Source: an optimization exercise on an open RTL-to-GDS flow (aim: small area and a short achievable clock period). Production flows keep margins and buffers that such runs may drop. No functional check of the RTL was part of any run shown here. Power and IR drop assume default switching activity.

## flow/design.v (module list and top-level ports; edited modules follow where they fit)
// module alu: 1076 lines
module alu # ( parameter WIDTH = 16, CMD_WIDTH = 4 ) (
	input clk, rst,
	input CE,
	input CIN,
	input mode,
	input [1:0] INP_INVALID,
	input [ CMD_WIDTH-1 :0] CMD,
	input [ WIDTH-1 :0] opa,
	input [ WIDTH-1 :0] opb,
	output reg ERR, OFLOW, g , l, e, cout,
	output reg [ 2 * WIDTH :0] RES
);
  // ...
==> flow/flow/run.sh <==
#!/bin/bash
# The standard layout (the standard.sh, all of its steps), with two changes:
#  - synthesis: Yosys's synth command also gets -noabc, so its quick generic
#    ABC pass does not rewrite the full adders before extract_fa maps them (that
#    pass leaves an inverter between most pairs of adder cells).  The rest of
#    the synthesis script is synth_recipe.tcl unchanged (-nofsm -noshare,
#    flatten, renames), and ORFS's own ABC mapping still runs afterwards.
#  - placement: buffer_ports uses sky130_fd_sc_hd__buf_1 for the port buffers
#    instead of the delay cell it picks by default; every input and output port
#    still gets its own buffer.
# The make output is kept in standard.log.
set -euo pipefail
{
  echo 'proc synth {args} { yosys synth -nofsm -noshare -noabc {*}$args }'
  tail -n +2 synth_recipe.tcl
} > synth_noabc.tcl
bash standard.sh SYNTH_SCRIPT="$PWD/synth_noabc.tcl" \
  BUFFER_PORTS_ARGS="-buffer_cell sky130_fd_sc_hd__buf_1" finish > standard.log 2>&1
==> flow/standard.sh <==
#!/bin/bash
# synth_recipe.tcl (not shown) runs the flow's synth.tcl, then flattens the netlist and writes it again
# the make line also repeats each setting of config.mk as NAME=value (left out here)
make -C /OpenROAD-flow-scripts/flow DESIGN_CONFIG=/design/flow/config.mk WORK_HOME=/design/flow/orfs CLKGATE_MAP_FILE= SYNTH_SCRIPT=/design/flow/synth_recipe.tcl "${@:-finish}"
==> flow/config.mk <==
export PLATFORM = sky130hd
export DESIGN_NAME = alu
export DESIGN_NICKNAME = alu
export VERILOG_FILES = /design/flow/design.v
export SDC_FILE = /design/flow/constraint.sdc
export NUM_CORES = 4
export LEC_CHECK = 0
export ABC_AREA = 1
export CAP_MARGIN = 20
export CORE_MARGIN = 2
export CORE_UTILIZATION = 40
export GPL_TIMING_DRIVEN = 0
export SLEW_MARGIN = 20
==> flow/constraint.sdc <==
create_clock -name core_clock -period 9.0 [get_ports {clk}]
set_input_delay 1.8000 -clock core_clock [delete_from_list [all_inputs] [get_ports {clk}]]
set_output_delay 1.8000 -clock core_clock [all_outputs]
set_load 0.01 [all_outputs]
==> results.py, run 1 <==
metrics = {
    "run_status": {
        "status": "timing/DRC/antenna clean",
    },
    "setup_path": {
        "path_delay_family": "adder cells",
        "crit_required_ns": 9.16,
        "endpoint": "RES[0]",
        "rr_worst_depth": 1,
        "critical_path_depth": 30,
    },
    "finish": {
        "final_util_pct": 44.55,
        "area_delta_synth_final_pct": 10.04,
        "multi_input_gates": 1408,
        "design.seq.count": 39,
        "final_cell_mix": "373 x nand2_1, 368 x nor2_1, 245 x fa_1",
        "seq_area_sq_um": 975.9,
    },
    "power": {
        "switching_power_mw": 1.411,
        "p_int_uw": 999.8,
        "clockPowerShare_pct": 7.3,
        "power_density_mw_per_mm2": 177.4,
    },
    "clock_network": {
        "cts_setup_buffers": 2,
        "numClockSinks": 39,
    },
    "floorplanning": {
        "core_sq_mm": 0.03051,
    },
    "timing": {
        "setup_slack_ns": 0.2350,
        "relSlewSlack_pct": 39.88,
        "finalHoldViolCount": 0,
        "period_needed_ns": 8.765,
    },
    "logic_synthesis": {
        "synth_xor_area_share_pct": 1.276,
        "synth_top_cell_area_share_pct": 39.87,
        "synth_most_common_cell": "nand2_1",
        "synth_fp_nets": 2002,
    },
    "global_routing": {
        "track_usage_pct": 28.98,
    },
}
==> run 2, diff against run 1 <==
--- a/flow/design.v
+++ b/flow/design.v
@@ -50,33 +50,38 @@
     wire op_mul  = op_amul | op_smul;
     wire op_shq  = op_rol | op_ror | op_shla | op_shra;
     wire op_addt = op_add | op_sub | op_addc | op_subc | op_inca | op_deca |
                    op_incb | op_decb | op_sig;
     wire op_ext  = op_sub | op_subc | op_deca | op_decb | op_sig;
     wire op_lut  = op_and | op_nand | op_or | op_nor | op_xor | op_xnor | op_nota | op_notb;
     wire op_ok   = op_addt | op_cmp | op_mul | op_nop | op_lut | op_shq | op_shrb | op_shlb;
     wire op_err  = ~op_ok;
-    wire [15:0] dec = 16'd1 << b[3:0];
-    wire [15:0] dec_r = {dec[1], dec[2], dec[3], dec[4], dec[5], dec[6], dec[7], dec[8],
-                         dec[9], dec[10], dec[11], dec[12], dec[13], dec[14], dec[15], dec[0]};
-    wire gm = ~mode | (CMD[3] & ~CMD[2] & (CMD[1] ^ CMD[0]));
-    wire [15:0] m  = (CMD[1] ? {a[14:0], 1'b0} : a) & {16{gm}};
-    wire [15:0] q  = mode ? b : (CMD[0] ? dec_r : dec);
-    wire ena  = op_add | op_sub | op_addc | op_subc | op_cmp | op_amul | op_sig | op_inca | op_deca;
-    wire enb1 = op_incb | op_decb;
-    wire enb2 = op_add | op_sub | op_addc | op_subc | op_cmp | op_amul | op_sig;
-    wire inv  = op_sub | op_subc | op_cmp | op_subs | op_deca | op_decb;
-    wire [15:0] r1 = ({16{ena}} & a) | ({16{enb1}} & b);
-    wire [15:0] r2 = ({16{enb2}} & b) ^ {16{inv}};
-    wire cin = op_sub | op_cmp | op_subs | op_amul | op_inca | op_incb |
-               (op_addc & CIN) | (op_subc & ~CIN);
-    wire op_neg = op_sub | op_subc | op_cmp | op_deca | op_decb;
-    wire ext16 = op_neg | (op_sig & (r1[15] ^ r2[15]));
-    wire exthi = op_neg | (op_sig & (r1[15] | r2[15]));
+    wire [15:0] m  = {a[15] & ~op_smul, a[14:0]};
+    wire [15:0] q  = b;
+    wire [15:0] r1 = {16{op_amul}} & a;
+    wire [15:0] r2 = {16{op_amul}} & b;
+    wire cin = op_amul;
+    wire sel_xb = op_incb | op_decb;
+    wire eny = op_add | op_sub | op_addc | op_subc | op_cmp | op_sig;
+    wire inv = op_sub | op_subc | op_cmp | op_subs | op_deca | op_decb;
+    wire [15:0] x = sel_xb ? b : a;
+    wire [15:0] y = ({16{eny}} & b) ^ {16{inv}};
+    wire ci = op_sub | op_cmp | op_subs | op_inca | op_incb |
+              (op_addc & CIN) | (op_subc & ~CIN);
+    wire [16:0] s = {1'b0, x} + {1'b0, y} + {16'd0, ci};
+    wire kinv = op_sub | op_subc | op_cmp | op_deca | op_decb | (op_sig & (x[15] ^ y[15]));
+    wire hb = s[16] ^ kinv;
+    wire z = ~|s[15:0];
+    wire [3:0] rk = b[3:0] ^ {4{op_ror}};
+    wire [15:0] rt0 = op_ror ? {a[14:0], a[15]} : a;        
+    wire [15:0] rt1 = rk[0] ? {rt0[14:0], rt0[15]}    : rt0;
+    wire [15:0] rt2 = rk[1] ? {rt1[13:0], rt1[15:14]} : rt1;
+    wire [15:0] rt3 = rk[2] ? {rt2[11:0], rt2[15:12]} : rt2;
+    wire [15:0] rot = rk[3] ? {rt3[7:0],  rt3[15:8]}  : rt3;
     wire [32:0] p;
   wire pp0_0 = q[0] & m[0];
   wire pp0_1 = q[0] & m[1];
   wire pp0_2 = q[0] & m[2];
   wire pp0_3 = q[0] & m[3];
   wire pp0_4 = q[0] & m[4];
   wire pp0_5 = q[0] & m[5];
   wire pp0_6 = q[0] & m[6];
@@ -360,30 +365,30 @@
   wire s29 = pp7_8 ^ pp8_7;
   wire c30 = pp7_8 & pp8_7;
   wire s31 = pp10_6 ^ pp11_5 ^ pp12_4;
   wire c32 = (pp10_6 & pp11_5) | (pp10_6 & pp12_4) | (pp11_5 & pp12_4);
   wire s33 = pp13_3 ^ pp14_2 ^ pp15_1;
   wire c34 = (pp13_3 & pp14_2) | (pp13_3 & pp15_1) | (pp14_2 & pp15_1);
   wire s35 = pp2_14 ^ pp3_13 ^ pp4_12;
   wire c36 = (pp2_14 & pp3_13) | (pp2_14 & pp4_12) | (pp3_13 & pp4_12);
-  wire s37 = pp5_11 ^ pp6_10 ^ pp7_9;
-  wire c38 = (pp5_11 & pp6_10) | (pp5_11 & pp7_9) | (pp6_10 & pp7_9);
+  wire s37 = pp5_11 ^ pp6_10;
+  wire c38 = pp5_11 & pp6_10;
   wire s39 = pp10_7 ^ pp11_6 ^ pp12_5;
   wire c40 = (pp10_7 & pp11_6) | (pp10_7 & pp12_5) | (pp11_6 & pp12_5);
   wire s41 = pp13_4 ^ pp14_3 ^ pp15_2;
   wire c42 = (pp13_4 & pp14_3) | (pp13_4 & pp15_2) | (pp14_3 & pp15_2);
-  wire s43 = pp3_14 ^ pp4_13 ^ pp5_12;
-  wire c44 = (pp3_14 & pp4_13) | (pp3_14 & pp5_12) | (pp4_13 & pp5_12);
+  wire s43 = pp3_14 ^ pp4_13;
+  wire c44 = pp3_14 & pp4_13;
   wire s45 = pp10_8 ^ pp11_7 ^ pp12_6;
   wire c46 = (pp10_8 & pp11_7) | (pp10_8 & pp12_6) | (pp11_7 & pp12_6);
-  wire s47 = pp13_5 ^ pp14_4 ^ pp15_3;
-  wire c48 = (pp13_5 & pp14_4) | (pp13_5 & pp15_3) | (pp14_4 & pp15_3);
-  wire s49 = pp10_9 ^ pp11_8 ^ pp12_7;
-  wire c50 = (pp10_9 & pp11_8) | (pp10_9 & pp12_7) | (pp11_8 & pp12_7);
+  wire s47 = pp13_5 ^ pp14_4;
+  wire c48 = pp13_5 & pp14_4;
+  wire s49 = pp10_9 ^ pp11_8;
+  wire c50 = pp10_9 & pp11_8;
   wire s51 = pp0_7 ^ pp1_6;
   wire c52 = pp0_7 & pp1_6;
   wire s53 = pp0_8 ^ pp1_7 ^ pp2_6;
   wire c54 = (pp0_8 & pp1_7) | (pp0_8 & pp2_6) | (pp1_7 & pp2_6);
   wire s55 = pp3_5 ^ pp4_4;
   wire c56 = pp3_5 & pp4_4;
   wire s57 = pp0_9 ^ pp1_8 ^ pp2_7;
   wire c58 = (pp0_9 & pp1_8) | (pp0_9 & pp2_7) | (pp1_8 & pp2_7);
@@ -434,68 +439,68 @@
   wire s103 = pp9_6 ^ r1[15] ^ r2[15];
   wire c104 = (pp9_6 & r1[15]) | (pp9_6 & r2[15]) | (r1[15] & r2[15]);
   wire s105 = c20 ^ pp0_15 ^ s29;
   wire c106 = (c20 & pp0_15) | (c20 & s29) | (pp0_15 & s29);
   wire s107 = c14 ^ c16 ^ c18;
   wire c108 = (c14 & c16) | (c14 & c18) | (c16 & c18);
   wire s109 = s21 ^ s23 ^ s25;
   wire c110 = (s21 & s23) | (s21 & s25) | (s23 & s25);
-  wire s111 = pp8_8 ^ pp9_7 ^ ext16;
-  wire c112 = (pp8_8 & pp9_7) | (pp8_8 & ext16) | (pp9_7 & ext16);
-  wire s113 = c30 ^ pp1_15 ^ c22;
-  wire c114 = (c30 & pp1_15) | (c30 & c22) | (pp1_15 & c22);
-  wire s115 = c24 ^ c26 ^ c28;
-  wire c116 = (c24 & c26) | (c24 & c28) | (c26 & c28);
-  wire s117 = s31 ^ s33 ^ s35;
-  wire c118 = (s31 & s33) | (s31 & s35) | (s33 & s35);
-  wire s119 = pp6_11 ^ pp7_10 ^ pp8_9;
-  wire c120 = (pp6_11 & pp7_10) | (pp6_11 & pp8_9) | (pp7_10 & pp8_9);
-  wire s121 = pp9_8 ^ exthi ^ pp2_15;
-  wire c122 = (pp9_8 & exthi) | (pp9_8 & pp2_15) | (exthi & pp2_15);
-  wire s123 = c32 ^ c34 ^ c36;
-  wire c124 = (c32 & c34) | (c32 & c36) | (c34 & c36);
-  wire s125 = c38 ^ s39 ^ s41;
-  wire c126 = (c38 & s39) | (c38 & s41) | (s39 & s41);
-  wire s127 = pp4_14 ^ pp5_13 ^ pp6_12;
-  wire c128 = (pp4_14 & pp5_13) | (pp4_14 & pp6_12) | (pp5_13 & pp6_12);
-  wire s129 = pp7_11 ^ pp8_10 ^ pp9_9;
-  wire c130 = (pp7_11 & pp8_10) | (pp7_11 & pp9_9) | (pp8_10 & pp9_9);
-  wire s131 = exthi ^ pp3_15 ^ c40;
-  wire c132 = (exthi & pp3_15) | (exthi & c40) | (pp3_15 & c40);
-  wire s133 = c42 ^ c44 ^ s45;
-  wire c134 = (c42 & c44) | (c42 & s45) | (c44 & s45);
-  wire s135 = pp13_6 ^ pp14_5 ^ pp15_4;
-  wire c136 = (pp13_6 & pp14_5) | (pp13_6 & pp15_4) | (pp14_5 & pp15_4);
-  wire s137 = pp5_14 ^ pp6_13 ^ pp7_12;
-  wire c138 = (pp5_14 & pp6_13) | (pp5_14 & pp7_12) | (pp6_13 & pp7_12);
-  wire s139 = pp8_11 ^ pp9_10 ^ exthi;
-  wire c140 = (pp8_11 & pp9_10) | (pp8_11 & exthi) | (pp9_10 & exthi);
-  wire s141 = pp4_15 ^ c46 ^ c48;
-  wire c142 = (pp4_15 & c46) | (pp4_15 & c48) | (c46 & c48);
+  wire s111 = pp7_9 ^ pp8_8 ^ pp9_7;
+  wire c112 = (pp7_9 & pp8_8) | (pp7_9 & pp9_7) | (pp8_8 & pp9_7);
+  wire s113 = c30 ^ pp1_15 ^ s37;
+  wire c114 = (c30 & pp1_15) | (c30 & s37) | (pp1_15 & s37);
+  wire s115 = c22 ^ c24 ^ c26;
+  wire c116 = (c22 & c24) | (c22 & c26) | (c24 & c26);
+  wire s117 = c28 ^ s31 ^ s33;
+  wire c118 = (c28 & s31) | (c28 & s33) | (s31 & s33);
+  wire s119 = pp5_12 ^ pp6_11 ^ pp7_10;
+  wire c120 = (pp5_12 & pp6_11) | (pp5_12 & pp7_10) | (pp6_11 & pp7_10);
+  wire s121 = pp8_9 ^ pp9_8 ^ c38;
+  wire c122 = (pp8_9 & pp9_8) | (pp8_9 & c38) | (pp9_8 & c38);
+  wire s123 = pp2_15 ^ s43 ^ c32;
+  wire c124 = (pp2_15 & s43) | (pp2_15 & c32) | (s43 & c32);
+  wire s125 = c34 ^ c36 ^ s39;
+  wire c126 = (c34 & c36) | (c34 & s39) | (c36 & s39);
+  wire s127 = pp15_3 ^ pp4_14 ^ pp5_13;
+  wire c128 = (pp15_3 & pp4_14) | (pp15_3 & pp5_13) | (pp4_14 & pp5_13);
+  wire s129 = pp6_12 ^ pp7_11 ^ pp8_10;
+  wire c130 = (pp6_12 & pp7_11) | (pp6_12 & pp8_10) | (pp7_11 & pp8_10);
+  wire s131 = pp9_9 ^ c44 ^ pp3_15;
+  wire c132 = (pp9_9 & c44) | (pp9_9 & pp3_15) | (c44 & pp3_15);
+  wire s133 = s47 ^ c40 ^ c42;
+  wire c134 = (s47 & c40) | (s47 & c42) | (c40 & c42);
+  wire s135 = pp12_7 ^ pp13_6 ^ pp14_5;
+  wire c136 = (pp12_7 & pp13_6) | (pp12_7 & pp14_5) | (pp13_6 & pp14_5);
+  wire s137 = pp15_4 ^ pp5_14 ^ pp6_13;
+  wire c138 = (pp15_4 & pp5_14) | (pp15_4 & pp6_13) | (pp5_14 & pp6_13);
+  wire s139 = pp7_12 ^ pp8_11 ^ pp9_10;
+  wire c140 = (pp7_12 & pp8_11) | (pp7_12 & pp9_10) | (pp8_11 & pp9_10);
+  wire s141 = c48 ^ pp4_15 ^ s49;
+  wire c142 = (c48 & pp4_15) | (c48 & s49) | (pp4_15 & s49);
   wire s143 = pp10_10 ^ pp11_9 ^ pp12_8;
   wire c144 = (pp10_10 & pp11_9) | (pp10_10 & pp12_8) | (pp11_9 & pp12_8);
   wire s145 = pp13_7 ^ pp14_6 ^ pp15_5;
   wire c146 = (pp13_7 & pp14_6) | (pp13_7 & pp15_5) | (pp14_6 & pp15_5);
   wire s147 = pp6_14 ^ pp7_13 ^ pp8_12;
   wire c148 = (pp6_14 & pp7_13) | (pp6_14 & pp8_12) | (pp7_13 & pp8_12);
-  wire s149 = pp9_11 ^ exthi ^ pp5_15;
-  wire c150 = (pp9_11 & exthi) | (pp9_11 & pp5_15) | (exthi & pp5_15);
+  wire s149 = pp9_11 ^ c50;
+  wire c150 = pp9_11 & c50;
   wire s151 = pp10_11 ^ pp11_10 ^ pp12_9;
   wire c152 = (pp10_11 & pp11_10) | (pp10_11 & pp12_9) | (pp11_10 & pp12_9);
   wire s153 = pp13_8 ^ pp14_7 ^ pp15_6;
   wire c154 = (pp13_8 & pp14_7) | (pp13_8 & pp15_6) | (pp14_7 & pp15_6);
-  wire s155 = pp7_14 ^ pp8_13 ^ pp9_12;
-  wire c156 = (pp7_14 & pp8_13) | (pp7_14 & pp9_12) | (pp8_13 & pp9_12);
+  wire s155 = pp7_14 ^ pp8_13;
+  wire c156 = pp7_14 & pp8_13;
   wire s157 = pp10_12 ^ pp11_11 ^ pp12_10;
   wire c158 = (pp10_12 & pp11_11) | (pp10_12 & pp12_10) | (pp11_11 & pp12_10);
-  wire s159 = pp13_9 ^ pp14_8 ^ pp15_7;
-  wire c160 = (pp13_9 & pp14_8) | (pp13_9 & pp15_7) | (pp14_8 & pp15_7);
-  wire s161 = pp10_13 ^ pp11_12 ^ pp12_11;
-  wire c162 = (pp10_13 & pp11_12) | (pp10_13 & pp12_11) | (pp11_12 & pp12_11);
+  wire s159 = pp13_9 ^ pp14_8;
+  wire c160 = pp13_9 & pp14_8;
+  wire s161 = pp10_13 ^ pp11_12;
+  wire c162 = pp10_13 & pp11_12;
   wire s163 = pp0_4 ^ pp1_3;
   wire c164 = pp0_4 & pp1_3;
   wire s165 = pp0_5 ^ pp1_4 ^ pp2_3;
   wire c166 = (pp0_5 & pp1_4) | (pp0_5 & pp2_3) | (pp1_4 & pp2_3);
   wire s167 = pp3_2 ^ pp4_1;
   wire c168 = pp3_2 & pp4_1;
   wire s169 = pp0_6 ^ pp1_5 ^ pp2_4;
   wire c170 = (pp0_6 & pp1_5) | (pp0_6 & pp2_4) | (pp1_5 & pp2_4);
@@ -552,76 +557,76 @@
   wire s221 = c94 ^ s99 ^ s101;
   wire c222 = (c94 & s99) | (c94 & s101) | (s99 & s101);
   wire s223 = c96 ^ s27 ^ c98;
   wire c224 = (c96 & s27) | (c96 & c98) | (s27 & c98);
   wire s225 = s103 ^ s105 ^ c100;
   wire c226 = (s103 & s105) | (s103 & c100) | (s105 & c100);
   wire s227 = c102 ^ s107 ^ s109;
   wire c228 = (c102 & s107) | (c102 & s109) | (s107 & s109);
-  wire s229 = s37 ^ c104 ^ s111;
-  wire c230 = (s37 & c104) | (s37 & s111) | (c104 & s111);
-  wire s231 = c106 ^ c108 ^ c110;
-  wire c232 = (c106 & c108) | (c106 & c110) | (c108 & c110);
-  wire s233 = s113 ^ s115 ^ s117;
-  wire c234 = (s113 & s115) | (s113 & s117) | (s115 & s117);
-  wire s235 = s119 ^ s43 ^ c112;
-  wire c236 = (s119 & s43) | (s119 & c112) | (s43 & c112);
+  wire s229 = s111 ^ s35 ^ c104;
+  wire c230 = (s111 & s35) | (s111 & c104) | (s35 & c104);
+  wire s231 = c106 ^ s113 ^ c108;
+  wire c232 = (c106 & s113) | (c106 & c108) | (s113 & c108);
+  wire s233 = c110 ^ s115 ^ s117;
+  wire c234 = (c110 & s115) | (c110 & s117) | (s115 & s117);
+  wire s235 = c112 ^ s119 ^ s41;
+  wire c236 = (c112 & s119) | (c112 & s41) | (s119 & s41);
   wire s237 = s121 ^ c114 ^ c116;
   wire c238 = (s121 & c114) | (s121 & c116) | (c114 & c116);
   wire s239 = c118 ^ s123 ^ s125;
   wire c240 = (c118 & s123) | (c118 & s125) | (s123 & s125);
   wire s241 = c120 ^ s127 ^ s129;
   wire c242 = (c120 & s127) | (c120 & s129) | (s127 & s129);
-  wire s243 = s47 ^ c122 ^ c124;
-  wire c244 = (s47 & c122) | (s47 & c124) | (c122 & c124);
-  wire s245 = c126 ^ s131 ^ s133;
-  wire c246 = (c126 & s131) | (c126 & s133) | (s131 & s133);
-  wire s247 = c128 ^ c130 ^ s135;
-  wire c248 = (c128 & c130) | (c128 & s135) | (c130 & s135);
-  wire s249 = s137 ^ s49 ^ s139;
-  wire c250 = (s137 & s49) | (s137 & s139) | (s49 & s139);
-  wire s251 = c132 ^ c134 ^ s141;
-  wire c252 = (c132 & c134) | (c132 & s141) | (c134 & s141);
-  wire s253 = c136 ^ c138 ^ c50;
-  wire c254 = (c136 & c138) | (c136 & c50) | (c138 & c50);
-  wire s255 = s143 ^ s145 ^ s147;
-  wire c256 = (s143 & s145) | (s143 & s147) | (s145 & s147);
-  wire s257 = c140 ^ s149 ^ c142;
-  wire c258 = (c140 & s149) | (c140 & c142) | (s149 & c142);
-  wire s259 = exthi ^ pp6_15 ^ c144;
-  wire c260 = (exthi & pp6_15) | (exthi & c144) | (pp6_15 & c144);
-  wire s261 = c146 ^ c148 ^ s151;
-  wire c262 = (c146 & c148) | (c146 & s151) | (c148 & s151);
-  wire s263 = s153 ^ s155 ^ c150;
-  wire c264 = (s153 & s155) | (s153 & c150) | (s155 & c150);
-  wire s265 = pp8_14 ^ pp9_13 ^ exthi;
-  wire c266 = (pp8_14 & pp9_13) | (pp8_14 & exthi) | (pp9_13 & exthi);
-  wire s267 = pp7_15 ^ c152 ^ c154;
-  wire c268 = (pp7_15 & c152) | (pp7_15 & c154) | (c152 & c154);
-  wire s269 = c156 ^ s157 ^ s159;
-  wire c270 = (c156 & s157) | (c156 & s159) | (s157 & s159);
-  wire s271 = pp13_10 ^ pp14_9 ^ pp15_8;
-  wire c272 = (pp13_10 & pp14_9) | (pp13_10 & pp15_8) | (pp14_9 & pp15_8);
-  wire s273 = pp9_14 ^ exthi ^ pp8_15;
-  wire c274 = (pp9_14 & exthi) | (pp9_14 & pp8_15) | (exthi & pp8_15);
-  wire s275 = c158 ^ c160 ^ s161;
-  wire c276 = (c158 & c160) | (c158 & s161) | (c160 & s161);
+  wire s243 = s45 ^ c122 ^ s131;
+  wire c244 = (s45 & c122) | (s45 & s131) | (c122 & s131);
+  wire s245 = c124 ^ c126 ^ s133;
+  wire c246 = (c124 & c126) | (c124 & s133) | (c126 & s133);
+  wire s247 = c128 ^ c130 ^ c46;
+  wire c248 = (c128 & c130) | (c128 & c46) | (c130 & c46);
+  wire s249 = s135 ^ s137 ^ s139;
+  wire c250 = (s135 & s137) | (s135 & s139) | (s137 & s139);
+  wire s251 = c132 ^ s141 ^ c134;
+  wire c252 = (c132 & s141) | (c132 & c134) | (s141 & c134);
+  wire s253 = pp5_15 ^ c136 ^ c138;
+  wire c254 = (pp5_15 & c136) | (pp5_15 & c138) | (c136 & c138);
+  wire s255 = c140 ^ s143 ^ s145;
+  wire c256 = (c140 & s143) | (c140 & s145) | (s143 & s145);
+  wire s257 = s147 ^ s149 ^ c142;
+  wire c258 = (s147 & s149) | (s147 & c142) | (s149 & c142);
+  wire s259 = pp9_12 ^ pp6_15 ^ s155;
+  wire c260 = (pp9_12 & pp6_15) | (pp9_12 & s155) | (pp6_15 & s155);
+  wire s261 = c144 ^ c146 ^ c148;
+  wire c262 = (c144 & c146) | (c144 & c148) | (c146 & c148);
+  wire s263 = c150 ^ s151 ^ s153;
+  wire c264 = (c150 & s151) | (c150 & s153) | (s151 & s153);
+  wire s265 = pp15_7 ^ pp8_14 ^ pp9_13;
+  wire c266 = (pp15_7 & pp8_14) | (pp15_7 & pp9_13) | (pp8_14 & pp9_13);
+  wire s267 = c156 ^ pp7_15 ^ s159;
+  wire c268 = (c156 & pp7_15) | (c156 & s159) | (pp7_15 & s159);
+  wire s269 = c152 ^ c154 ^ s157;
+  wire c270 = (c152 & c154) | (c152 & s157) | (c154 & s157);
+  wire s271 = pp12_11 ^ pp13_10 ^ pp14_9;
+  wire c272 = (pp12_11 & pp13_10) | (pp12_11 & pp14_9) | (pp13_10 & pp14_9);
+  wire s273 = pp15_8 ^ pp9_14 ^ c160;
+  wire c274 = (pp15_8 & pp9_14) | (pp15_8 & c160) | (pp9_14 & c160);
+  wire s275 = pp8_15 ^ s161 ^ c158;
+  wire c276 = (pp8_15 & s161) | (pp8_15 & c158) | (s161 & c158);
   wire s277 = pp10_14 ^ pp11_13 ^ pp12_12;
   wire c278 = (pp10_14 & pp11_13) | (pp10_14 & pp12_12) | (pp11_13 & pp12_12);
   wire s279 = pp13_11 ^ pp14_10 ^ pp15_9;
   wire c280 = (pp13_11 & pp14_10) | (pp13_11 & pp15_9) | (pp14_10 & pp15_9);
-  wire s281 = exthi ^ pp9_15 ^ c162;
-  wire c282 = (exthi & pp9_15) | (exthi & c162) | (pp9_15 & c162);
+  wire s281 = c162 ^ pp9_15;
+  wire c282 = c162 & pp9_15;
   wire s283 = pp11_14 ^ pp12_13 ^ pp13_12;
   wire c284 = (pp11_14 & pp12_13) | (pp11_14 & pp13_12) | (pp12_13 & pp13_12);
-  wire s285 = pp14_11 ^ pp15_10 ^ exthi;
-  wire c286 = (pp14_11 & pp15_10) | (pp14_11 & exthi) | (pp15_10 & exthi);
-  wire s287 = pp12_14 ^ pp13_13 ^ pp14_12;
-  wire c288 = (pp12_14 & pp13_13) | (pp12_14 & pp14_12) | (pp13_13 & pp14_12);
+  wire s285 = pp14_11 ^ pp15_10;
+  wire c286 = pp14_11 & pp15_10;
+  wire s287 = pp12_14 ^ pp13_13;
+  wire c288 = pp12_14 & pp13_13;
   wire s289 = pp0_2 ^ pp1_1;
   wire c290 = pp0_2 & pp1_1;
   wire s291 = pp0_3 ^ pp1_2 ^ pp2_1;
   wire c292 = (pp0_3 & pp1_2) | (pp0_3 & pp2_1) | (pp1_2 & pp2_1);
   wire s293 = pp3_0 ^ r1[3];
   wire c294 = pp3_0 & r1[3];
   wire s295 = pp2_2 ^ pp3_1 ^ pp4_0;
   wire c296 = (pp2_2 & pp3_1) | (pp2_2 & pp4_0) | (pp3_1 & pp4_0);
@@ -668,64 +673,64 @@
   wire s337 = s219 ^ c216 ^ s221;
   wire c338 = (s219 & c216) | (s219 & s221) | (c216 & s221);
   wire s339 = c218 ^ c220 ^ s223;
   wire c340 = (c218 & c220) | (c218 & s223) | (c220 & s223);
   wire s341 = s225 ^ c222 ^ s227;
   wire c342 = (s225 & c222) | (s225 & s227) | (c222 & s227);
   wire s343 = c224 ^ s229 ^ c226;
   wire c344 = (c224 & s229) | (c224 & c226) | (s229 & c226);
-  wire s345 = c228 ^ s231 ^ s233;
-  wire c346 = (c228 & s231) | (c228 & s233) | (s231 & s233);
-  wire s347 = c230 ^ s235 ^ s237;
-  wire c348 = (c230 & s235) | (c230 & s237) | (s235 & s237);
-  wire s349 = c232 ^ c234 ^ s239;
-  wire c350 = (c232 & c234) | (c232 & s239) | (c234 & s239);
-  wire s351 = s241 ^ c236 ^ c238;
-  wire c352 = (s241 & c236) | (s241 & c238) | (c236 & c238);
-  wire s353 = s243 ^ c240 ^ s245;
-  wire c354 = (s243 & c240) | (s243 & s245) | (c240 & s245);
+  wire s345 = s231 ^ c228 ^ s233;
+  wire c346 = (s231 & c228) | (s231 & s233) | (c228 & s233);
+  wire s347 = s235 ^ c230 ^ c232;
+  wire c348 = (s235 & c230) | (s235 & c232) | (c230 & c232);
+  wire s349 = s237 ^ c234 ^ s239;
+  wire c350 = (s237 & c234) | (s237 & s239) | (c234 & s239);
+  wire s351 = c236 ^ s241 ^ s243;
+  wire c352 = (c236 & s241) | (c236 & s243) | (s241 & s243);
+  wire s353 = c238 ^ c240 ^ s245;
+  wire c354 = (c238 & c240) | (c238 & s245) | (c240 & s245);
   wire s355 = c242 ^ s247 ^ s249;
   wire c356 = (c242 & s247) | (c242 & s249) | (s247 & s249);
-  wire s357 = c244 ^ c246 ^ s251;
-  wire c358 = (c244 & c246) | (c244 & s251) | (c246 & s251);
-  wire s359 = c248 ^ s253 ^ s255;
-  wire c360 = (c248 & s253) | (c248 & s255) | (s253 & s255);
-  wire s361 = c250 ^ s257 ^ c252;
-  wire c362 = (c250 & s257) | (c250 & c252) | (s257 & c252);
-  wire s363 = c254 ^ c256 ^ s259;
-  wire c364 = (c254 & c256) | (c254 & s259) | (c256 & s259);
+  wire s357 = c244 ^ s251 ^ c246;
+  wire c358 = (c244 & s251) | (c244 & c246) | (s251 & c246);
+  wire s359 = c248 ^ c250 ^ s253;
+  wire c360 = (c248 & c250) | (c248 & s253) | (c250 & s253);
+  wire s361 = s255 ^ s257 ^ c252;
+  wire c362 = (s255 & s257) | (s255 & c252) | (s257 & c252);
+  wire s363 = s259 ^ c254 ^ c256;
+  wire c364 = (s259 & c254) | (s259 & c256) | (c254 & c256);
   wire s365 = s261 ^ s263 ^ c258;
   wire c366 = (s261 & s263) | (s261 & c258) | (s263 & c258);
-  wire s367 = s265 ^ c260 ^ c262;
-  wire c368 = (s265 & c260) | (s265 & c262) | (c260 & c262);
-  wire s369 = s267 ^ s269 ^ c264;
-  wire c370 = (s267 & s269) | (s267 & c264) | (s269 & c264);
-  wire s371 = s271 ^ c266 ^ s273;
-  wire c372 = (s271 & c266) | (s271 & s273) | (c266 & s273);
+  wire s367 = s265 ^ c260 ^ s267;
+  wire c368 = (s265 & c260) | (s265 & s267) | (c260 & s267);
+  wire s369 = c262 ^ c264 ^ s269;
+  wire c370 = (c262 & c264) | (c262 & s269) | (c264 & s269);
+  wire s371 = c266 ^ s271 ^ s273;
+  wire c372 = (c266 & s271) | (c266 & s273) | (s271 & s273);
   wire s373 = c268 ^ c270 ^ s275;
   wire c374 = (c268 & c270) | (c268 & s275) | (c270 & s275);
   wire s375 = c272 ^ s277 ^ s279;
   wire c376 = (c272 & s277) | (c272 & s279) | (s277 & s279);
-  wire s377 = c274 ^ c276 ^ s281;
-  wire c378 = (c274 & c276) | (c274 & s281) | (c276 & s281);
-  wire s379 = pp10_15 ^ c278 ^ c280;
-  wire c380 = (pp10_15 & c278) | (pp10_15 & c280) | (c278 & c280);
-  wire s381 = s283 ^ s285 ^ c282;
-  wire c382 = (s283 & s285) | (s283 & c282) | (s285 & c282);
-  wire s383 = pp15_11 ^ exthi ^ pp11_15;
-  wire c384 = (pp15_11 & exthi) | (pp15_11 & pp11_15) | (exthi & pp11_15);
-  wire s385 = c284 ^ s287 ^ c286;
-  wire c386 = (c284 & s287) | (c284 & c286) | (s287 & c286);
+  wire s377 = s281 ^ c274 ^ c276;
+  wire c378 = (s281 & c274) | (s281 & c276) | (c274 & c276);
+  wire s379 = pp10_15 ^ s285 ^ c278;
+  wire c380 = (pp10_15 & s285) | (pp10_15 & c278) | (s285 & c278);
+  wire s381 = c280 ^ s283 ^ c282;
+  wire c382 = (c280 & s283) | (c280 & c282) | (s283 & c282);
+  wire s383 = pp14_12 ^ pp15_11 ^ c286;
+  wire c384 = (pp14_12 & pp15_11) | (pp14_12 & c286) | (pp15_11 & c286);
+  wire s385 = pp11_15 ^ s287 ^ c284;
+  wire c386 = (pp11_15 & s287) | (pp11_15 & c284) | (s287 & c284);
   wire s387 = pp13_14 ^ pp14_13 ^ pp15_12;
   wire c388 = (pp13_14 & pp14_13) | (pp13_14 & pp15_12) | (pp14_13 & pp15_12);
-  wire s389 = exthi ^ pp12_15 ^ c288;
-  wire c390 = (exthi & pp12_15) | (exthi & c288) | (pp12_15 & c288);
-  wire s391 = pp14_14 ^ pp15_13 ^ exthi;
-  wire c392 = (pp14_14 & pp15_13) | (pp14_14 & exthi) | (pp15_13 & exthi);
+  wire s389 = c288 ^ pp12_15;
+  wire c390 = c288 & pp12_15;
+  wire s391 = pp14_14 ^ pp15_13;
+  wire c392 = pp14_14 & pp15_13;
   wire s393 = pp0_0 ^ cin;
   wire c394 = pp0_0 & cin;
   wire s395 = pp0_1 ^ pp1_0 ^ r1[1];
   wire c396 = (pp0_1 & pp1_0) | (pp0_1 & r1[1]) | (pp1_0 & r1[1]);
   wire s397 = pp2_0 ^ r1[2] ^ r2[2];
   wire c398 = (pp2_0 & r1[2]) | (pp2_0 & r2[2]) | (r1[2] & r2[2]);
   wire s399 = r2[3] ^ c290 ^ s291;
   wire c400 = (r2[3] & c290) | (r2[3] & s291) | (c290 & s291);
@@ -752,40 +757,40 @@
   wire s421 = c332 ^ s335 ^ c334;
   wire c422 = (c332 & s335) | (c332 & c334) | (s335 & c334);
   wire s423 = c336 ^ s339 ^ c338;
   wire c424 = (c336 & s339) | (c336 & c338) | (s339 & c338);
   wire s425 = c340 ^ s343 ^ c342;
   wire c426 = (c340 & s343) | (c340 & c342) | (s343 & c342);
   wire s427 = c344 ^ s347 ^ c346;
   wire c428 = (c344 & s347) | (c344 & c346) | (s347 & c346);
-  wire s429 = c348 ^ s351 ^ c350;
-  wire c430 = (c348 & s351) | (c348 & c350) | (s351 & c350);
-  wire s431 = s355 ^ c352 ^ s357;
-  wire c432 = (s355 & c352) | (s355 & s357) | (c352 & s357);
-  wire s433 = s359 ^ c356 ^ c358;
-  wire c434 = (s359 & c356) | (s359 & c358) | (c356 & c358);
+  wire s429 = c348 ^ s351 ^ s353;
+  wire c430 = (c348 & s351) | (c348 & s353) | (s351 & s353);
+  wire s431 = s355 ^ c352 ^ c354;
+  wire c432 = (s355 & c352) | (s355 & c354) | (c352 & c354);
+  wire s433 = c356 ^ s359 ^ s361;
+  wire c434 = (c356 & s359) | (c356 & s361) | (s359 & s361);
   wire s435 = c360 ^ s363 ^ s365;
   wire c436 = (c360 & s363) | (c360 & s365) | (s363 & s365);
-  wire s437 = c364 ^ s367 ^ s369;
-  wire c438 = (c364 & s367) | (c364 & s369) | (s367 & s369);
-  wire s439 = s371 ^ c368 ^ s373;
-  wire c440 = (s371 & c368) | (s371 & s373) | (c368 & s373);
-  wire s441 = s375 ^ c372 ^ c374;
-  wire c442 = (s375 & c372) | (s375 & c374) | (c372 & c374);
+  wire s437 = s367 ^ c364 ^ s369;
+  wire c438 = (s367 & c364) | (s367 & s369) | (c364 & s369);
+  wire s439 = s371 ^ c368 ^ c370;
+  wire c440 = (s371 & c368) | (s371 & c370) | (c368 & c370);
+  wire s441 = s375 ^ c372 ^ s377;
+  wire c442 = (s375 & c372) | (s375 & s377) | (c372 & s377);
   wire s443 = c376 ^ s379 ^ s381;
   wire c444 = (c376 & s379) | (c376 & s381) | (s379 & s381);
   wire s445 = s383 ^ c380 ^ s385;
   wire c446 = (s383 & c380) | (s383 & s385) | (c380 & s385);
-  wire s447 = s387 ^ c384 ^ s389;
-  wire c448 = (s387 & c384) | (s387 & s389) | (c384 & s389);
-  wire s449 = pp13_15 ^ c388 ^ s391;
-  wire c450 = (pp13_15 & c388) | (pp13_15 & s391) | (c388 & s391);
-  wire s451 = pp15_14 ^ exthi ^ pp14_15;
-  wire c452 = (pp15_14 & exthi) | (pp15_14 & pp14_15) | (exthi & pp14_15);
+  wire s447 = s387 ^ s389 ^ c384;
+  wire c448 = (s387 & s389) | (s387 & c384) | (s389 & c384);
+  wire s449 = pp13_15 ^ s391 ^ c388;
+  wire c450 = (pp13_15 & s391) | (pp13_15 & c388) | (s391 & c388);
+  wire s451 = pp15_14 ^ c392;
+  wire c452 = pp15_14 & c392;
   wire s453 = r1[0] ^ r2[0];
   wire c454 = r1[0] & r2[0];
   wire s455 = r2[1] ^ c394 ^ s395;
   wire c456 = (r2[1] & c394) | (r2[1] & s395) | (c394 & s395);
   wire s457 = s289 ^ c396 ^ s397;
   wire c458 = (s289 & c396) | (s289 & s397) | (c396 & s397);
   wire s459 = s293 ^ c398 ^ s399;
   wire c460 = (s293 & c398) | (s293 & s399) | (c398 & s399);
@@ -812,44 +817,44 @@
   wire s481 = s337 ^ c420 ^ s421;
   wire c482 = (s337 & c420) | (s337 & s421) | (c420 & s421);
   wire s483 = s341 ^ c422 ^ s423;
   wire c484 = (s341 & c422) | (s341 & s423) | (c422 & s423);
   wire s485 = s345 ^ c424 ^ s425;
   wire c486 = (s345 & c424) | (s345 & s425) | (c424 & s425);
   wire s487 = s349 ^ c426 ^ s427;
   wire c488 = (s349 & c426) | (s349 & s427) | (c426 & s427);
-  wire s489 = s353 ^ c428 ^ s429;
-  wire c490 = (s353 & c428) | (s353 & s429) | (c428 & s429);
-  wire s491 = c354 ^ c430 ^ s431;
-  wire c492 = (c354 & c430) | (c354 & s431) | (c430 & s431);
-  wire s493 = s361 ^ c432 ^ s433;
-  wire c494 = (s361 & c432) | (s361 & s433) | (c432 & s433);
+  wire s489 = c350 ^ c428 ^ s429;
+  wire c490 = (c350 & c428) | (c350 & s429) | (c428 & s429);
+  wire s491 = s357 ^ c430 ^ s431;
+  wire c492 = (s357 & c430) | (s357 & s431) | (c430 & s431);
+  wire s493 = c358 ^ s433 ^ c432;
+  wire c494 = (c358 & s433) | (c358 & c432) | (s433 & c432);
   wire s495 = c362 ^ s435 ^ c434;
   wire c496 = (c362 & s435) | (c362 & c434) | (s435 & c434);
   wire s497 = c366 ^ s437 ^ c436;
   wire c498 = (c366 & s437) | (c366 & c436) | (s437 & c436);
-  wire s499 = c370 ^ s439 ^ c438;
-  wire c500 = (c370 & s439) | (c370 & c438) | (s439 & c438);
-  wire s501 = s377 ^ s441 ^ c440;
-  wire c502 = (s377 & s441) | (s377 & c440) | (s441 & c440);
+  wire s499 = s373 ^ s439 ^ c438;
+  wire c500 = (s373 & s439) | (s373 & c438) | (s439 & c438);
+  wire s501 = c374 ^ s441 ^ c440;
+  wire c502 = (c374 & s441) | (c374 & c440) | (s441 & c440);
   wire s503 = c378 ^ s443 ^ c442;
   wire c504 = (c378 & s443) | (c378 & c442) | (s443 & c442);
   wire s505 = c382 ^ s445 ^ c444;
   wire c506 = (c382 & s445) | (c382 & c444) | (s445 & c444);
   wire s507 = c386 ^ s447 ^ c446;
   wire c508 = (c386 & s447) | (c386 & c446) | (s447 & c446);
   wire s509 = c390 ^ s449 ^ c448;
   wire c510 = (c390 & s449) | (c390 & c448) | (s449 & c448);
-  wire s511 = c392 ^ s451 ^ c450;
-  wire c512 = (c392 & s451) | (c392 & c450) | (s451 & c450);
-  wire s513 = exthi ^ pp15_15 ^ c452;
-  wire c514 = (exthi & pp15_15) | (exthi & c452) | (pp15_15 & c452);
-  wire [32:0] fa_x = {exthi, c514, c512, c510, c508, c506, c504, c502, c500, c498, c496, c494, c492, c490, c488, c486, c484, c482, c480, c478, c476, c474, c472, c470, c468, c466, c464, c462, c460, c458, c456, c454, s453};
-  wire [32:0] fa_y = {1'b0, exthi, s513, s511, s509, s507, s505, s503, s501, s499, s497, s495, s493, s491, s489, s487, s485, s483, s481, s479, s477, s475, s473, s471, s469, s467, s465, s463, s461, s459, s457, s455, s393};
+  wire s511 = pp14_15 ^ s451 ^ c450;
+  wire c512 = (pp14_15 & s451) | (pp14_15 & c450) | (s451 & c450);
+  wire s513 = pp15_15 ^ c452;
+  wire c514 = pp15_15 & c452;
+  wire [32:0] fa_x = {1'b0, c514, c512, c510, c508, c506, c504, c502, c500, c498, c496, c494, c492, c490, c488, c486, c484, c482, c480, c478, c476, c474, c472, c470, c468, c466, c464, c462, c460, c458, c456, c454, s453};
+  wire [32:0] fa_y = {1'b0, 1'b0, s513, s511, s509, s507, s505, s503, s501, s499, s497, s495, s493, s491, s489, s487, s485, s483, s481, s479, s477, s475, s473, s471, s469, s467, s465, s463, s461, s459, s457, s455, s393};
   wire [32:0] gg0 = fa_x & fa_y;
   wire [32:0] pp0 = fa_x ^ fa_y;
   wire g515 = gg0[1] | (pp0[1] & gg0[0]);
   wire p516 = pp0[1] & pp0[0];
   wire g517 = gg0[3] | (pp0[3] & gg0[2]);
   wire p518 = pp0[3] & pp0[2];
   wire g519 = gg0[5] | (pp0[5] & gg0[4]);
   wire p520 = pp0[5] & pp0[4];
@@ -1037,36 +1042,40 @@
   assign p[25] = pp0[25] ^ g659;
   assign p[26] = pp0[26] ^ g661;
   assign p[27] = pp0[27] ^ g663;
   assign p[28] = pp0[28] ^ g665;
   assign p[29] = pp0[29] ^ g667;
   assign p[30] = pp0[30] ^ g669;
   assign p[31] = pp0[31] ^ g671;
   assign p[32] = pp0[32] ^ g673;
-    wire z = ~|p[15:0];
     wire t00 = op_nand | op_nor | op_xnor | op_nota | op_notb;
     wire t01 = op_nand | op_or  | op_xor  | op_nota;
     wire t10 = op_nand | op_or  | op_xor  | op_notb;
     wire t11 = op_and  | op_or  | op_xnor;
-    wire [15:0] lut = ({16{t00}} & ~a & ~b) | ({16{t01}} & ~a & b) |
-                      ({16{t10}} & a & ~b) | ({16{t11}} & a & b);
-    wire sel_p  = op_addt | op_mul;
-    wire sel_lo = sel_p | op_rol | op_ror;
-    wire sel_hi = op_rol | op_ror;
-    wire [15:0] res_lo = ({16{sel_lo}} & p[15:0]) | ({16{sel_hi}} & p[31:16]) | lut |
+    wire [15:0] lut;
+    genvar gi;
+    generate for (gi = 0; gi < 16; gi = gi + 1) begin : g_lut
+        assign lut[gi] = a[gi] ? (b[gi] ? t11 : t10) : (b[gi] ? t01 : t00);
+    end endgenerate
+    wire sel_r  = op_rol | op_ror;
+    wire [15:0] res_lo = ({16{op_amul}} & p[15:0]) | ({16{op_smul}} & {p[14:0], 1'b0}) |
+                         ({16{op_addt}} & s[15:0]) | ({16{sel_r}} & rot) | lut |
                          ({16{op_shla}} & {a[14:0], 1'b0}) | ({16{op_shra}} & {1'b0, a[15:1]}) |
                          ({16{op_shlb}} & {b[14:0], 1'b0}) | ({16{op_shrb}} & {1'b0, b[15:1]});
-    wire [32:0] res_n = {{17{sel_p}} & p[32:16], res_lo};
+    wire res_16 = (op_amul & p[16]) | (op_smul & p[15]) | (op_addt & hb);
+    wire [15:0] res_hi = ({16{op_amul}} & p[32:17]) | ({16{op_smul}} & p[31:16]) |
+                         {16{op_ext & hb}};
+    wire [32:0] res_n = {res_hi, res_16, res_lo};
     wire op_fl   = op_cmp | op_sig;
-    wire cout_n  = op_addt & p[16];
-    wire oflow_n = ((op_addc | op_subc | op_inca | op_incb) & p[16]) | (op_sig & (p[16] ^ p[15]));
-    wire g_n     = op_fl & ~p[16] & ~z;
-    wire l_n     = op_fl & p[16];
-    wire e_n     = op_fl & ~p[16] & z;
+    wire cout_n  = op_addt & hb;
+    wire oflow_n = ((op_addc | op_subc | op_inca | op_incb) & hb) | (op_sig & (hb ^ s[15]));
+    wire g_n     = op_fl & ~hb & ~z;
+    wire l_n     = op_fl & hb;
+    wire e_n     = op_fl & ~hb & z;
     wire err_n   = op_err | ((op_rol | op_ror) & (|b[15:4]));
     always @(posedge clk or posedge rst) begin
         if (rst) begin
             RES <= 33'd0;
             {g, l, e, ERR, cout, OFLOW} <= 6'b0;
         end else if (CE) begin
             RES <= res_n;
             if (!op_nop)
==> flow/run.sh (new file) <==
#!/bin/bash
# synth_recipe.tcl (not shown) runs the flow's synth.tcl, then flattens the netlist and writes it again
# the make line also repeats each setting of config.mk as NAME=value (left out here)
make -C /OpenROAD-flow-scripts/flow DESIGN_CONFIG=/design/flow/config.mk WORK_HOME=/design/flow/orfs CLKGATE_MAP_FILE= SYNTH_SCRIPT=/design/flow/synth_recipe.tcl finish
==> flow/config.mk (replaced) <==
export PLATFORM = sky130hd
export DESIGN_NAME = alu
export DESIGN_NICKNAME = alu
export VERILOG_FILES = /design/flow/design.v
export SDC_FILE = /design/flow/constraint.sdc
export NUM_CORES = 4
export LEC_CHECK = 0
export CAP_MARGIN = 20
export CORE_MARGIN = 2
export CORE_UTILIZATION = 40
export GPL_TIMING_DRIVEN = 0
export SLEW_MARGIN = 20
removed: flow/flow/run.sh
removed: flow/standard.sh
==> run 2 against run 1 <==
Against the previous run:
- worst setup slack got worse by 0.076 ns
- design area rose by 19%
- first-iteration DRC count rose by 13%
- still clean on timing, DRC and antenna
- via count rose by 9.3%
- combinational power rose by 93%
- sequential share of layout area fell by 1.2 points
- non-clock buffer count rose by 42
- sequential power fell by 7%
- critical path type unchanged
- flip-flop and latch count did not move
- largest cell class unchanged
- largest power group unchanged
- routed wire length rose by 16%
==> results.py, run 2 <==
metrics = {
    "run_status": {
        "status": "timing/DRC/antenna clean",
    },
    "route": {
        "routed_via_density": 5.885,
        "wire_per_inst_um": 23.53,
        "vias": 13380,
        "drtIter0Drc": 1276,
        "drc": 0,
        "wirelength_um": 53480,
        "drtAntennaViolNets": 0,
        "dr.pass1.iters": 11,
    },
    "global_routing": {
        "grt_pass1_vias": 13620,
        "track_usage_pct": 28.87,
        "grt_pass1_wl_um": 82850,
        "grt_max_degree": 26,
        "grt_remaining_overflow": 0,
        "antenna_found_initial": 0,
    },
    "placement": {
        "hpwl_um": 42570,
        "finalWeightedCongestion": 0.9578,
        "postPlaceCellArea_sq_mm": 0.01595,
        "io_buffers": 78,
    },
    "power": {
        "power_density_mw_per_mm2": 265.3,
        "peakVddDrop_mv": 0.4553,
        "switching_power_mw": 2.583,
        "p_sw_share_pct": 59.96,
        "pwr-share-comb_pct": 90.3,
        "p_int_mw": 1.725,
        "cellLeakagePower_nw": 7.200,
        "clockPowerShare_pct": 4.9,
        "pwr-share-seq_pct": 4.7,
    },
    "finish": {
        "area_delta_synth_final_pct": 11.44,
        "final_cell_area_sq_mm": 0.01624,
        "largest-register": "RES",
        "antennaDiodeCount": 0,
        "fillers": 3580,
        "final_common_cell": "inv_1",
        "final_cell_mix": "239 x inv_1, 232 x fa_1, 199 x and2_1",
        "largest_reg_flops": 33,
        "drive_above_1_share_pct": 7.064,
        "fin_nets": 2164,
    },
    "clock_network": {
        "numCtsBuffers": 5,
        "cts_tree": "done",
        "cts_root_buffer": "clkbuf_16",
        "cts_buffer_depth": 2,
        "clk_latency_ns": 0.31,
        "cts.clk_slew.worst_paths_ns": 0.06,
        "postCtsHoldBufs": 0,
        "h-tree-depth": 2,
        "numClockSinks": 39,
    },
    "setup_path": {
        "arrival_ns": 9.06,
        "critPathLaunchType": "input pin",
        "crit_path_frequent_cell": "fa_1",
        "path_cells": "clkdlybuf4s50_1 > clkbuf_2 > clkbuf_1 > and2_1 > fa_1 > fa_1 > inv_1 > fa_1 > fa_1 > inv_1 > fa_1 > fa_1 > ha_1 > and4_1 > nand3_1 > o31ai_4 > a21oi_1 > o21ba_2 > or4_1 > o211ai_1",
        "path_class": "input pin to flop",
        "crit_required_ns": 9.22,
        "r2r_setup_slack_ns": 7.87,
        "cp_max_fo": 10,
        "rr_worst_depth": 5,
        "reg2reg_from": "RES[32]",
        "max_stage_delay_ns": 0.61,
        "r2r-end": "RES[32]",
        "crit_path_end_kind": "flop",
        "critPathSlowestCell": "clkdlybuf4s50_1",
    },
    "logic_synthesis": {
        "synth_top_cell_area_share_pct": 32.01,
        "synth_fp_nets": 2077,
        "synth.avg_cell_area_sq_um": 8.447,
        "netlist_area_sq_mm": 0.01457,
        "synthTopCellsByArea": "fa_1 32%, and2_1 8.5%, dfrtp_1 6.7%, ha_1 6.5%, inv_1 6.2%",
        "seq_area_frac_synth_pct": 6.698,
        "synth_edf_count": 0,
        "yosys_warnings": 1,
        "yosysUniqueCellTypes": 93,
        "synth_flop_cell": "dfrtp_1",
        "synth_seq_cells": 39,
        "synthCells": 1725,
        "synth_top_area_cell": "fa_1",
        "async_flop_share_pct": 100.0,
        "synth_most_common_cell": "inv_1",
        "ys_top_cells_by_count": "240 x inv_1, 233 x fa_1, 199 x and2_1",
    },
    "job": {
        "drv_cap": 0,
    },
    "timing": {
        "period_needed_ns": 8.840,
        "fin_setup_tns_ns": 0,
        "relSlewSlack_pct": 36.87,
        "hold_slack_ns": 0.4862,
        "skew_ns": 0,
        "finalCritPeriodShare_pct": 98.23,
        "worstMarginPinSlew_ns": 0.9469,
        "finalHoldViolCount": 0,
        "rsz0062_at_grt": "false",
        "max_freq_ghz": 0.1131,
        "maxSlewViolCount": 0,
        "setup_viol": 0,
    },
    "floorplanning": {
        "chipWidth_um": 194.9,
        "core_sq_mm": 0.03574,
        "die_y_um": 194.9,
        "die-area_sq_mm": 0.03797,
        "io_pins": 82,
        "initial_utilization_pct": 40.77,
        "row_count": 69,
    },
    "worst_hold_path": {
        "hold-path-cell-count": 2,
        "min_path_type": "flop to flop",
        "min_to": "cout",
        "hold_start": "cout",
    },
}
run 2: cell count changes in the layout (fill, tap and decap cells not counted), sizes merged, moves of 72 or more:
| cell | delta |
|---|---|
| and2 | +199 |
| buf | -108 |
| clkbuf | +72 |
| clkdlybuf4s50 | +78 |
| inv | +94 |
| nand2 | -211 |
| nand3 | -113 |
| nor2 | -280 |
run 2: worst max-delay path: cells and delay by family:
kind                       cells  cell delay [ns]
and+or+nand+nor                4             1.20
AOI/OAI and AO/OA              4             1.09
buffers and inverters          5             1.72
adders and majority gates      7             3.23
run 2: timing repair:
action	in CTS	in global routing
endpoints found under the setup margin	25	23
pin swaps	1	1
buffers inserted	2	0
gates resized for setup	18	49
gates cloned	0	0
run 2: cell families after synthesis:
logic type	Yosys count	share of synthesized area, %
and+or+nand+nor	621	22.15
buffers and inverters	359	9.574
adders and majority gates	309	38.54
AOI/OAI and AO/OA	281	13.32
xor gates and xnor gates	58	3.667
muxes	58	6.054
DFF	39	6.698
run 2: stage by stage:
step	std cells	util (%)	total power [mW]	setup slack, ns
finish	2273	45.43	4.308	0.1595
global route	2273	45.43	4.713	0.008389
CTS	2274	45.23	4.227	0.03224
detailed placement	2265	44.62	3.949	-1.582
global placement	2264	44.57	3.912	-1.514
floorplan	1725	-	2.638	1.154
run 2: layout make-up:
type	instances	area, sq um	area share (%)
multi-input combinational	1327	12270	75.56
clock inverter	1	30.03	0.1849
sequential	39	975.9	6.010
clock buffer	6	128.9	0.7937
tap	461	576.8	3.552
inverter	241	907.1	5.586
buffer	117	534.3	3.290
timing repair buffer	81	815.8	5.024
run 2: power groups by stage:
stage	registers [mW]	clock network [mW]	logic [mW]
2_1_floorplan	0.215	0	2.42
3_3_place_gp	0.207	0	3.70
3_5_place_dp	0.207	0	3.74
4_1_cts	0.204	0.217	3.81
5_1_grt	0.207	0.225	4.28
6_report	0.204	0.212	3.89
run 2: worst max-delay path by stage:
stage | startpoint | end | slack, ns
floorplan | INP_INVALID[1] | RES[21] | 1.15
global placement | INP_INVALID[0] | RES[30] | -1.51
detailed placement | INP_INVALID[0] | RES[30] | -1.58
CTS | opa[5] | RES[30] | 0.03
global route | INP_INVALID[0] | RES[26] | 0.008
finish | opa[5] | RES[30] | 0.16
run 2: metal layers:
metal  vias up  wire length (um)  GRT usage [%]
li1       5843                 -              -
met1      6683             22270          39.11
met4         0              2440          11.34
met3       144              4666          5.691
met2       706             24110          45.59
met5         -                 0              0

==> what the ideal ports hide <==
The results above use ideal ports. As a check the final layouts listed here were re-extracted and re-timed, cells and wires unchanged.
Step 1 (the two cells are an assumption about what drives the block):
set clk [get_ports {clk}]
set_driving_cell -lib_cell sky130_fd_sc_hd__clkbuf_16 $clk
set_driving_cell -lib_cell sky130_fd_sc_hd__buf_2 [delete_from_list [all_inputs] $clk]
Step 2, shift: input delay + t, output delay - t, t = (earliest + latest rising clock arrival at the registers) / 2. This alone moves slack from input paths to output paths.
Slacks: ideal / step 1 / step 2; pairs: ideal / step 1.
| run | t, ns | setup slack, ns | worst setup path after step 2 | worst register clock-pin slew, ns |
|---|---|---|---|---|
| run 1 | 0.321 | 0.235 / 0.248 / -0.073 | input to register | 0.06 / 0.06 |
| run 2 | 0.356 | 0.160 / 0.176 / -0.180 | input to register | 0.07 / 0.07 |
With both steps, setup timing fails in run 1 and run 2, where it was met with ideal ports. For run 2, which loses most, drivers alone change the setup slack by +0.016 ns; drivers and shift together by -0.340 ns.
